Background: an optimization exercise with open tools, aiming at small area and a short achievable clock period. Do not read the settings as production practice. Only simulation tests tie the RTL to the original design; equivalence was not proved.

==> design/flow/design.v <==
module uart_circle_area (
  input         clock,
  input         reset,
  input         rx_i,
  output [7:0]  rx_data,
  output [31:0] area_o,
  output reg    rx_data_valid,
  output reg    rx_error
);
  localparam IDLE = 4'b0000, CHECK_STOP = 4'b0001, ERROR = 4'b0010;
  reg [3:0]  state;
  reg [7:0]  shift;
  reg [17:0] acc;
  reg [1:0]  vg;
  wire       in_data = state[3];
  wire [2:0] cnt     = state[2:0];
  wire       in_cs   = (state == CHECK_STOP);
  wire       in_idle = (state == IDLE);
  always @(posedge clock) begin
    if (reset) begin
      state <= IDLE;
      shift <= 8'd0;
      rx_data_valid <= 1'b0;
      vg <= 2'b00;
      rx_error <= 1'b0;
    end else begin
      rx_error <= (state == ERROR);
      rx_data_valid <= in_cs ? rx_i : (in_idle & rx_data_valid);
      vg[0] <= in_cs ? rx_i : (in_idle & vg[0]);
      vg[1] <= in_cs ? rx_i : (in_idle & vg[1]);
      if (in_data) begin
        shift <= {rx_i, shift[7:1]};
        state <= (cnt == 3'd7) ? CHECK_STOP : state + 4'd1;
      end else if (in_cs) begin
        state <= rx_i ? IDLE : ERROR;
      end else if (in_idle) begin
        if (!rx_i) state <= 4'b1000;
      end else begin
        if (rx_i) state <= IDLE;
      end
    end
  end
  wire [7:0] mask = {cnt != 3'd0, cnt > 3'd1, cnt > 3'd2, cnt > 3'd3,
                     cnt > 3'd4, cnt > 3'd5, cnt > 3'd6, 1'b0};
  wire [7:0] sp   = shift & mask;
  wire [6:0] ahi  = (cnt == 3'd0) ? 7'd0 : acc[17:11];
  wire [8:0] sum;
  wire [8:2] sc;
  assign sum[0] = ahi[0];
  assign sum[1] = ahi[1] ^ sp[1];
  assign sc[2]  = ahi[1] & sp[1];
  genvar gi;
  generate
    for (gi = 2; gi < 7; gi = gi + 1) begin : g_sadd
      kmul_fa u_fa (.a(ahi[gi]), .b(sp[gi]), .ci(sc[gi]), .s(sum[gi]), .co(sc[gi+1]));
    end
  endgenerate
  assign sum[7] = ~(sp[7] ^ sc[7]);
  assign sum[8] = sp[7] | sc[7];
  wire [17:0] area;
  wire [15:0] s = acc[17:2];
  wire s1 = s[12] ^ s[8];
  wire c2 = s[12] & s[8];
  wire s3 = s[13] ^ s[9];
  wire c4 = s[13] & s[9];
  wire s5, c6;
  kmul_fa u_s5 (.a(s[14]), .b(s[10]), .ci(s[7]), .s(s5), .co(c6));
  wire s7, c8;
  kmul_fa u_s7 (.a(s[15]), .b(s[11]), .ci(s[8]), .s(s7), .co(c8));
  wire s9 = s[12] ^ s[9];
  wire c10 = s[12] & s[9];
  wire s11 = s[13] ^ s[10];
  wire c12 = s[13] & s[10];
  wire s13 = s[14] ^ s[11];
  wire c14 = s[14] & s[11];
  wire s15 = s[15] ^ s[12];
  wire c16 = s[15] & s[12];
  wire s17 = s[15] ^ s[4];
  wire c18 = s[15] & s[4];
  wire s19 = s[7] ^ s[3];
  wire c20 = s[7] & s[3];
  wire s21 = s[8] ^ s[4];
  wire c22 = s[8] & s[4];
  wire s23, c24;
  kmul_fa u_s23 (.a(s[9]), .b(s[5]), .ci(s[2]), .s(s23), .co(c24));
  wire s25, c26;
  kmul_fa u_s25 (.a(s[10]), .b(s[6]), .ci(s[3]), .s(s25), .co(c26));
  wire s27, c28;
  kmul_fa u_s27 (.a(s[11]), .b(s[7]), .ci(s[4]), .s(s27), .co(c28));
  wire s29, c30;
  kmul_fa u_s29 (.a(s[5]), .b(s[0]), .ci(s1), .s(s29), .co(c30));
  wire s31, c32;
  kmul_fa u_s31 (.a(s[6]), .b(s3), .ci(c2), .s(s31), .co(c32));
  wire s33, c34;
  kmul_fa u_s33 (.a(s[2]), .b(s5), .ci(c4), .s(s33), .co(c34));
  wire s35, c36;
  kmul_fa u_s35 (.a(s[3]), .b(s7), .ci(c6), .s(s35), .co(c36));
  wire s37, c38;
  kmul_fa u_s37 (.a(s[4]), .b(s9), .ci(c8), .s(s37), .co(c38));
  wire s39, c40;
  kmul_fa u_s39 (.a(s[5]), .b(s11), .ci(c10), .s(s39), .co(c40));
  wire s41, c42;
  kmul_fa u_s41 (.a(s[6]), .b(s13), .ci(c12), .s(s41), .co(c42));
  wire s43, c44;
  kmul_fa u_s43 (.a(s[7]), .b(s15), .ci(c14), .s(s43), .co(c44));
  wire s45, c46;
  kmul_fa u_s45 (.a(s[13]), .b(s[8]), .ci(c16), .s(s45), .co(c46));
  wire s47 = s[14] ^ s[9];
  wire c48 = s[14] & s[9];
  wire s49 = s[15] ^ s[10];
  wire c50 = s[15] & s[10];
  wire s51 = s[13] ^ s[2];
  wire c52 = s[13] & s[2];
  wire s53 = s[12] ^ s[14];
  wire c54 = ~s[12] & s[14];
  wire s55, c56;
  kmul_fa u_s55 (.a(~s[13]), .b(s[0]), .ci(s17), .s(s55), .co(c56));
  wire s57, c58;
  kmul_fa u_s57 (.a(~s[14]), .b(s[5]), .ci(c18), .s(s57), .co(c58));
  wire s59, c60;
  kmul_fa u_s59 (.a(~s[15]), .b(s[6]), .ci(s[2]), .s(s59), .co(c60));
  wire s61, c62;
  kmul_fa u_s61 (.a(1'b1), .b(s[0]), .ci(s19), .s(s61), .co(c62));
  wire s63, c64;
  kmul_fa u_s63 (.a(1'b1), .b(s21), .ci(c20), .s(s63), .co(c64));
  wire s65, c66;
  kmul_fa u_s65 (.a(1'b1), .b(s23), .ci(c22), .s(s65), .co(c66));
  wire s67, c68;
  kmul_fa u_s67 (.a(~s[0]), .b(s25), .ci(c24), .s(s67), .co(c68));
  wire s69, c70;
  kmul_fa u_s69 (.a(1'b1), .b(s27), .ci(c26), .s(s69), .co(c70));
  wire s71, c72;
  kmul_fa u_s71 (.a(~s[2]), .b(s29), .ci(c28), .s(s71), .co(c72));
  wire s73, c74;
  kmul_fa u_s73 (.a(~s[3]), .b(s31), .ci(c30), .s(s73), .co(c74));
  wire s75, c76;
  kmul_fa u_s75 (.a(~s[4]), .b(s33), .ci(c32), .s(s75), .co(c76));
  wire s77, c78;
  kmul_fa u_s77 (.a(~s[5]), .b(s35), .ci(c34), .s(s77), .co(c78));
  wire s79, c80;
  kmul_fa u_s79 (.a(~s[6]), .b(s37), .ci(c36), .s(s79), .co(c80));
  wire s81, c82;
  kmul_fa u_s81 (.a(~s[7]), .b(s39), .ci(c38), .s(s81), .co(c82));
  wire s83, c84;
  kmul_fa u_s83 (.a(~s[8]), .b(s41), .ci(c40), .s(s83), .co(c84));
  wire s85, c86;
  kmul_fa u_s85 (.a(~s[9]), .b(s43), .ci(c42), .s(s85), .co(c86));
  wire s87, c88;
  kmul_fa u_s87 (.a(~s[10]), .b(s45), .ci(c44), .s(s87), .co(c88));
  wire s89, c90;
  kmul_fa u_s89 (.a(~s[11]), .b(s47), .ci(c46), .s(s89), .co(c90));
  wire s91, c92;
  kmul_fa u_s91 (.a(~s[12]), .b(s49), .ci(c48), .s(s91), .co(c92));
  wire s93, c94;
  kmul_fa u_s93 (.a(~s[13]), .b(s[11]), .ci(c50), .s(s93), .co(c94));
  wire s95 = s[14] ^ s[12];
  wire c96 = ~s[14] & s[12];
  wire s97 = s[15] ^ s[13];
  wire c98 = ~s[15] & s[13];
  wire p99 = s[9] ^ s[11];
  wire g100 = ~s[9] & s[11];
  wire p101 = s53 ^ c52;
  wire g102 = ~s53 & c52;
  wire p103 = s55 ^ c54;
  wire g104 = s55 & c54;
  wire p105 = s57 ^ c56;
  wire g106 = s57 & c56;
  wire p107 = s59 ^ c58;
  wire g108 = s59 & c58;
  wire p109 = s61 ^ c60;
  wire g110 = s61 & c60;
  wire p111 = s63 ^ c62;
  wire g112 = s63 & c62;
  wire p113 = s65 ^ c64;
  wire g114 = s65 & c64;
  wire p115 = s67 ^ c66;
  wire g116 = s67 & c66;
  wire p117 = s69 ^ c68;
  wire g118 = s69 & c68;
  wire p119 = s71 ^ c70;
  wire g120 = s71 & c70;
  wire p121 = s73 ^ c72;
  wire g122 = s73 & c72;
  wire p123 = s75 ^ c74;
  wire g124 = s75 & c74;
  wire p125 = s77 ^ c76;
  wire g126 = s77 & c76;
  wire p127 = s79 ^ c78;
  wire g128 = s79 & c78;
  wire p129 = s81 ^ c80;
  wire g130 = s81 & c80;
  wire p131 = s83 ^ c82;
  wire g132 = s83 & c82;
  wire p133 = s85 ^ c84;
  wire g134 = s85 & c84;
  wire p135 = s87 ^ c86;
  wire g136 = s87 & c86;
  wire p137 = s89 ^ c88;
  wire g138 = s89 & c88;
  wire p139 = s91 ^ c90;
  wire g140 = s91 & c90;
  wire p141 = s93 ^ c92;
  wire g142 = s93 & c92;
  wire p143 = s95 ^ c94;
  wire g144 = ~s95 & c94;
  wire p145 = s97 ^ c96;
  wire g146 = ~s97 & c96;
  wire p147 = s[14] ^ c98;
  wire g148 = ~s[14] & c98;
  wire p149 = s[15] ^ s[14];
  wire g150 = ~s[15] & s[14];
  wire G151 = g100 | (~p99 & ~s[8]);
  wire P152 = ~p99 & s[8];
  wire G153 = ~s[10] & G151;
  wire P154 = ~s[10] & P152;
  wire G155 = s51 | (~s51 & G153);
  wire P156 = ~s51 & P154;
  wire G157 = g102 | (~p101 & G155);
  wire P158 = ~p101 & P156;
  wire G159 = g104 | (p103 & G157);
  wire P160 = p103 & P158;
  wire G161 = g106 | (p105 & G159);
  wire P162 = p105 & P160;
  wire G163 = g108 | (p107 & G161);
  wire P164 = p107 & P162;
  wire G165 = g110 | (p109 & G163);
  wire P166 = p109 & P164;
  wire G167 = g112 | (p111 & G165);
  wire P168 = p111 & P166;
  wire G169 = g114 | (p113 & G167);
  wire P170 = p113 & P168;
  wire G171 = g116 | (p115 & G169);
  wire P172 = p115 & P170;
  wire G173 = g118 | (p117 & G171);
  wire P174 = p117 & P172;
  wire G175 = g120 | (p119 & G173);
  wire P176 = p119 & P174;
  wire G177 = g122 | (p121 & G175);
  wire P178 = p121 & P176;
  wire G179 = g126 | (p125 & g124);
  wire P180 = p125 & p123;
  wire G181 = g130 | (p129 & g128);
  wire P182 = p129 & p127;
  wire G183 = g134 | (p133 & g132);
  wire P184 = p133 & p131;
  wire G185 = g138 | (p137 & g136);
  wire P186 = p137 & p135;
  wire G187 = g142 | (p141 & g140);
  wire P188 = p141 & p139;
  wire G189 = g146 | (~p145 & g144);
  wire P190 = ~p145 & ~p143;
  wire G191 = g150 | (~p149 & g148);
  wire P192 = ~p149 & ~p147;
  wire G193 = G179 | (P180 & G177);
  wire P194 = P180 & P178;
  wire G195 = G183 | (P184 & G181);
  wire P196 = P184 & P182;
  wire G197 = G187 | (P188 & G185);
  wire P198 = P188 & P186;
  wire G199 = G191 | (P192 & G189);
  wire P200 = P192 & P190;
  wire G201 = G195 | (P196 & G193);
  wire P202 = P196 & P194;
  wire G203 = G199 | (P200 & G197);
  wire P204 = P200 & P198;
  wire G205 = G203 | (P204 & G201);
  wire P206 = P204 & P202;
  wire G207 = G197 | (P198 & G201);
  wire P208 = P198 & P202;
  wire G209 = G181 | (P182 & G193);
  wire P210 = P182 & P194;
  wire G211 = G185 | (P186 & G201);
  wire P212 = P186 & P202;
  wire G213 = G189 | (P190 & G207);
  wire P214 = P190 & P208;
  wire G215 = g124 | (p123 & G177);
  wire P216 = p123 & P178;
  wire G217 = g128 | (p127 & G193);
  wire P218 = p127 & P194;
  wire G219 = g132 | (p131 & G209);
  wire P220 = p131 & P210;
  wire G221 = g136 | (p135 & G201);
  wire P222 = p135 & P202;
  wire G223 = g140 | (p139 & G211);
  wire P224 = p139 & P212;
  wire G225 = g144 | (~p143 & G207);
  wire P226 = ~p143 & P208;
  wire G227 = g148 | (~p147 & G213);
  wire P228 = ~p147 & P214;
  wire x229 = p115 ^ G169;
  wire x230 = p117 ^ G171;
  wire x231 = p119 ^ G173;
  wire x232 = p121 ^ G175;
  wire x233 = p123 ^ G177;
  wire x234 = p125 ^ G215;
  wire x235 = p127 ^ G193;
  wire x236 = p129 ^ G217;
  wire x237 = p131 ^ G209;
  wire x238 = p133 ^ G219;
  wire x239 = p135 ^ G201;
  wire x240 = p137 ^ G221;
  wire x241 = p139 ^ G211;
  wire x242 = p141 ^ G223;
  wire x243 = ~p143 ^ G207;
  wire x244 = ~p145 ^ G225;
  wire x245 = ~p147 ^ G213;
  wire x246 = ~p149 ^ G227;
  assign area = {x246, x245, x244, x243, x242, x241, x240, x239, x238, x237, x236, x235, x234, x233, x232, x231, x230, x229};
  wire [17:0] keep = in_cs ? area : acc;
  wire [8:0]  hi0  = in_data ? {2'b00, ahi} : keep[17:9];
  wire [8:0]  lo   = in_data ? acc[10:2] : keep[8:0];
  wire        take = in_data & rx_i;
  always @(posedge clock)
    acc <= {take ? sum : hi0, lo};
  assign rx_data = shift;
  assign area_o  = {14'd0, acc & {{6{rx_data_valid}}, {6{vg[1]}}, {6{vg[0]}}}};
endmodule
module kmul_fa(input a, input b, input ci, output s, output co);
  assign s  = a ^ b ^ ci;
  assign co = (a & b) | (a & ci) | (b & ci);
endmodule
==> design/flow/flow/run.sh <==
#!/bin/bash
# The standard layout (the standard.sh: unchanged synthesis and steps) with
# these differences:
# - the port buffers that global placement puts on every input and output are
#   sky130_fd_sc_hd__buf_1 instead of the resizer's pick;
# - clock tree synthesis uses clkbuf_8 buffers and no dummy loads;
# - the tie-low cell that synthesis makes is not split into one cell per load
#   (SKIP_REPAIR_TIE_FANOUT), so the constant outputs share it.
cp standard.sh standard.sh.txt
export BUFFER_PORTS_ARGS="-buffer_cell sky130_fd_sc_hd__buf_1"
export CTS_ARGS="-sink_clustering_enable -repair_clock_nets -sink_clustering_size 64 -sink_clustering_max_diameter 400 -buf_list sky130_fd_sc_hd__clkbuf_8 -root_buf sky130_fd_sc_hd__clkbuf_8 -dont_use_dummy_load"
export SKIP_REPAIR_TIE_FANOUT=1
bash standard.sh > standard.log 2>&1
==> design/flow/config.mk <==
export PLATFORM = sky130hd
export DESIGN_NAME = uart_circle_area
export DESIGN_NICKNAME = uart_circle_area
export VERILOG_FILES = /design/flow/design.v
export SDC_FILE = /design/flow/constraint.sdc
export NUM_CORES = 4
export LEC_CHECK = 0
export ABC_AREA = 1
export CAP_MARGIN = 20
export CORE_MARGIN = 2
export CORE_UTILIZATION = 40
export SLEW_MARGIN = 20
export SYNTH_HIERARCHICAL = 1
==> design/flow/standard.sh <==
#!/bin/bash
# synth_recipe.tcl (not shown) runs the flow's synth.tcl, then flattens the netlist and writes it again
# the make line also repeats each setting of config.mk as NAME=value (left out here)
make -C /OpenROAD-flow-scripts/flow DESIGN_CONFIG=/design/flow/config.mk WORK_HOME=/design/flow/orfs CLKGATE_MAP_FILE= SYNTH_SCRIPT=/design/flow/synth_recipe.tcl "${@:-finish}"
==> design/flow/constraint.sdc <==
create_clock -name core_clock -period 24.0 [get_ports {clock}]
set_input_delay 4.8000 -clock core_clock [delete_from_list [all_inputs] [get_ports {clock}]]
set_output_delay 4.8000 -clock core_clock [all_outputs]
set_load 0.01 [all_outputs]
==> run notes <==
metrics by stage:
step / worst slack, ns / instance area (um2)
global placement: 18.25 / 3730
finish: 17.93 / 3800
floorplan: 18.51 / 3620
CTS: 17.92 / 3800
detailed placement: 18.19 / 3730
global route: 17.84 / 3800
modules after synthesis (local to each module, per instance):
| module | area, um2 | times used | flops+latches | cells inside |
|---|---|---|---|---|
| uart_circle_area | 2840 | 1 | 34 | 349 |
| kmul_fa | 20.0 | 39 | 0 | 1 |
sequential cells by signal (all words and copies together) (netlist names):
name,flops
shift,8
vg,2
state,4
rx_data_valid,1
acc,18
rx_error,1
layout make-up:
type | instances | area, um2 | area share, %
sequential | 34 | 861 | 22.6
inverter | 58 | 218 | 5.73
multi-input combinational | 275 | 2410 | 63.3
clock buffer | 5 | 68.8 | 1.81
timing repair buffer | 30 | 113 | 2.96
tap | 108 | 135 | 3.55
worst min-delay path by stage:
stage                   from  endpoint  cells past startpoint
floorplan           shift[0]  shift[0]                      2
global placement    shift[0]  shift[0]                      2
detailed placement  shift[0]  shift[0]                      2
CTS                 shift[0]  shift[0]                      2
global route        shift[0]  shift[0]                      2
finish              shift[0]  shift[0]                      2
tightest hold or removal path, stage by stage (launching register included):
cell and delay [ns]:
dfxtp_1 0.31, nand2_1 0.06, a21oi_1 0.05
layer usage:
layer | share of wire, % | GRT usage (%)
met1 | 45 | 24.1
met2 | 47 | 29.3
met3 | 5.1 | 2.88
met4 | 2.7 | 5.90
met5 | 0 | 0
cell families (layout without fill, tap and decap cells):
family          count (synthesis)  count (layout)
simple gates                  131             131
fa+ha+maj                      93              93
buf+inv                        79              93
compound gates                 42              42
flops                          34              34
xor+xnor                        7               7
other cells                     2               2
layout by cell type (no fill, tap or decap):
master	instances
nand2_1	87
inv_1	57
fa_1	50
ha_1	43
buf_1	30
nor2_1	24
edfxtp_1	18
dfxtp_1	16
a21oi_1	15
o21ai_0	15
xnor2_1	7
nand3_1	6
nand2_2	5
clkbuf_8	5
a211oi_1	4
nand3_2	3
o211ai_1	3
or2_2	2
conb_1	2
a21o_1	1
a221oi_2	1
nand4_1	1
inv_2	1
a21boi_0	1
nor3b_1	1
a31o_2	1
nor3_2	1
nor3_1	1
a221oi_1	1
==> qor.yml <==
status: "no timing/DRC/antenna violations"
cp-end-kind: "primary output"
avgSynthCellArea_um2: 9.33
crit_path_start: "acc[13]"
hold_viol: 0
drt_pass1_iterations: 4
critPathCapture: "area_o[13]"
min_period_ns: 6.07
syn-num-nets: 484
drt_first_iter_violations: 101
fillers: 875
htreeDepth: 2
postCtsSetupBuffers: 0
muxShareOfSynthArea_pct: 0
grt_first_pass_wirelength_um: 13700
synthCells: 388
synth_xor_area_share_pct: 1.69
die_h_um: 99.1
maxSlewHeadroom_pct: 32.2
grt_max_degree: 32
ctsLongestPathBuffers: 2
ys_ff_latch: 34
core_area_mm2: 0.00876
crit_family: "flip-flops"
grtUsageTotal_pct: 17.8
fin_util_pct: 43.4
drv_slew: 0
final-setup-viol-count: 0
ys_async_sr_fraction_pct: 0
timing.rr.end: "acc[17]"
clkTransAtPathRegs_ns: 0.06
final_cells: 510
cts_num_sinks: 34
grt_pass1_vias: 2709
r2r_cells: 33
numCtsBuffers: 5
min_path_type: "flip-flop to flip-flop"
die_w_um: 99.1
grt-ovfl-total: 0
synth-edff-count: 18
io_pins: 45
hold_ws_ns: 0.464
yosys.area_share.simple_pct: 15.2
crit_type: "flip-flop to primary output"
layout-drive-gt1-share_pct: 4.73
rows: 34
routed_wl_um: 7970
diodes: 0
numPortBuffers: 30
critical_path_buf_inv_count: 2
synthTopCellsByCount: "87 x nand2_1, 57 x inv_1, 50 x fa_1, 43 x ha_1, 24 x nor2_1"
crit_path_top_delay_cell: "edfxtp_1"
max_freq_mhz: 165
synth_top_area_share_pct: 27.7
antenna_found_initial: 0
r2r_setup_slack_ns: 18.29
syn_to_final_growth_pct: 5.05
hold_buffers: 0
dp_cells: 505
clk_latency_ns: 0.29
cts_resized: 0
rsz0062_at_grt: "false"
wl_per_cell_um: 15.6
cp_data_required_time_ns: 19.20
rr_startpoint: "acc[17]"
cp-start-kind: "flip-flop"
drc: 0
detailed_place_hpwl_um: 6320
yosys-top-cells-area: "fa_1 28%, edfxtp_1 15%, ha_1 15%"
period_share_pct: 25.3
synth_compound_area_share_pct: 6.91
final_antenna_net_count: 0
cp.depth: 3
synth.largest_area_cell: "fa_1"
finalWeightedCongestion: 0.848
synth.distinct_cells: 31
yosysMostFrequentCell: "nand2_1"
synth_warnings: 7
worst_slew_pin_slew_ns: 1.02
crit_arrival_ns: 1.27
clock-skew-final_ns: 0.0102
yosys.area_share.adder_pct: 42.5
critPathMaxFanout: 7
synthFlopType: "edfxtp_1"
syn_area_mm2: 0.00362
start_util_pct: 41.3
die_area_mm2: 0.00983
synth_top_family_by_area: "adder cells"
crit_chain: "nand2_1 -> inv_1 -> buf_1"
ys_seq_area_share_pct: 23.8
maxCapViolations: 0
final_nets: 500
num_vias: 2533
viasPerCell: 4.97
cts_tree: "done"
slowest_delay_ns: 0.67
tns_ns: 0
cts-root-buf: "clkbuf_8"

==> what the ideal ports hide <==
The flow's constraints put no driver on any port. The routed layout listed below was extracted and timed again, unchanged, in two steps. Step 1 (the two cells are an assumption about what drives the block):
set clk [get_ports {clock}]
set_driving_cell -lib_cell sky130_fd_sc_hd__clkbuf_16 $clk
set_driving_cell -lib_cell sky130_fd_sc_hd__buf_2 [delete_from_list [all_inputs] $clk]
Step 2 moves the port delays by t, midway between the first and last clock arrival at a register: inputs arrive t later, outputs are due t later. That takes back most of the time a late clock gives input paths. Slacks: ideal / step 1 / step 2; pairs: ideal / step 1.
t, ns: 0.313
setup slack, ns: 17.925 / 17.895 / 18.195
worst setup path after step 2: input to register
worst register clock-pin slew, ns: 0.07 / 0.07
pins driven straight from the clock port: 1
After both steps setup and hold are still met in this run. The setup slack of this run moves by -0.030 ns with the drivers and by +0.270 ns with both steps.
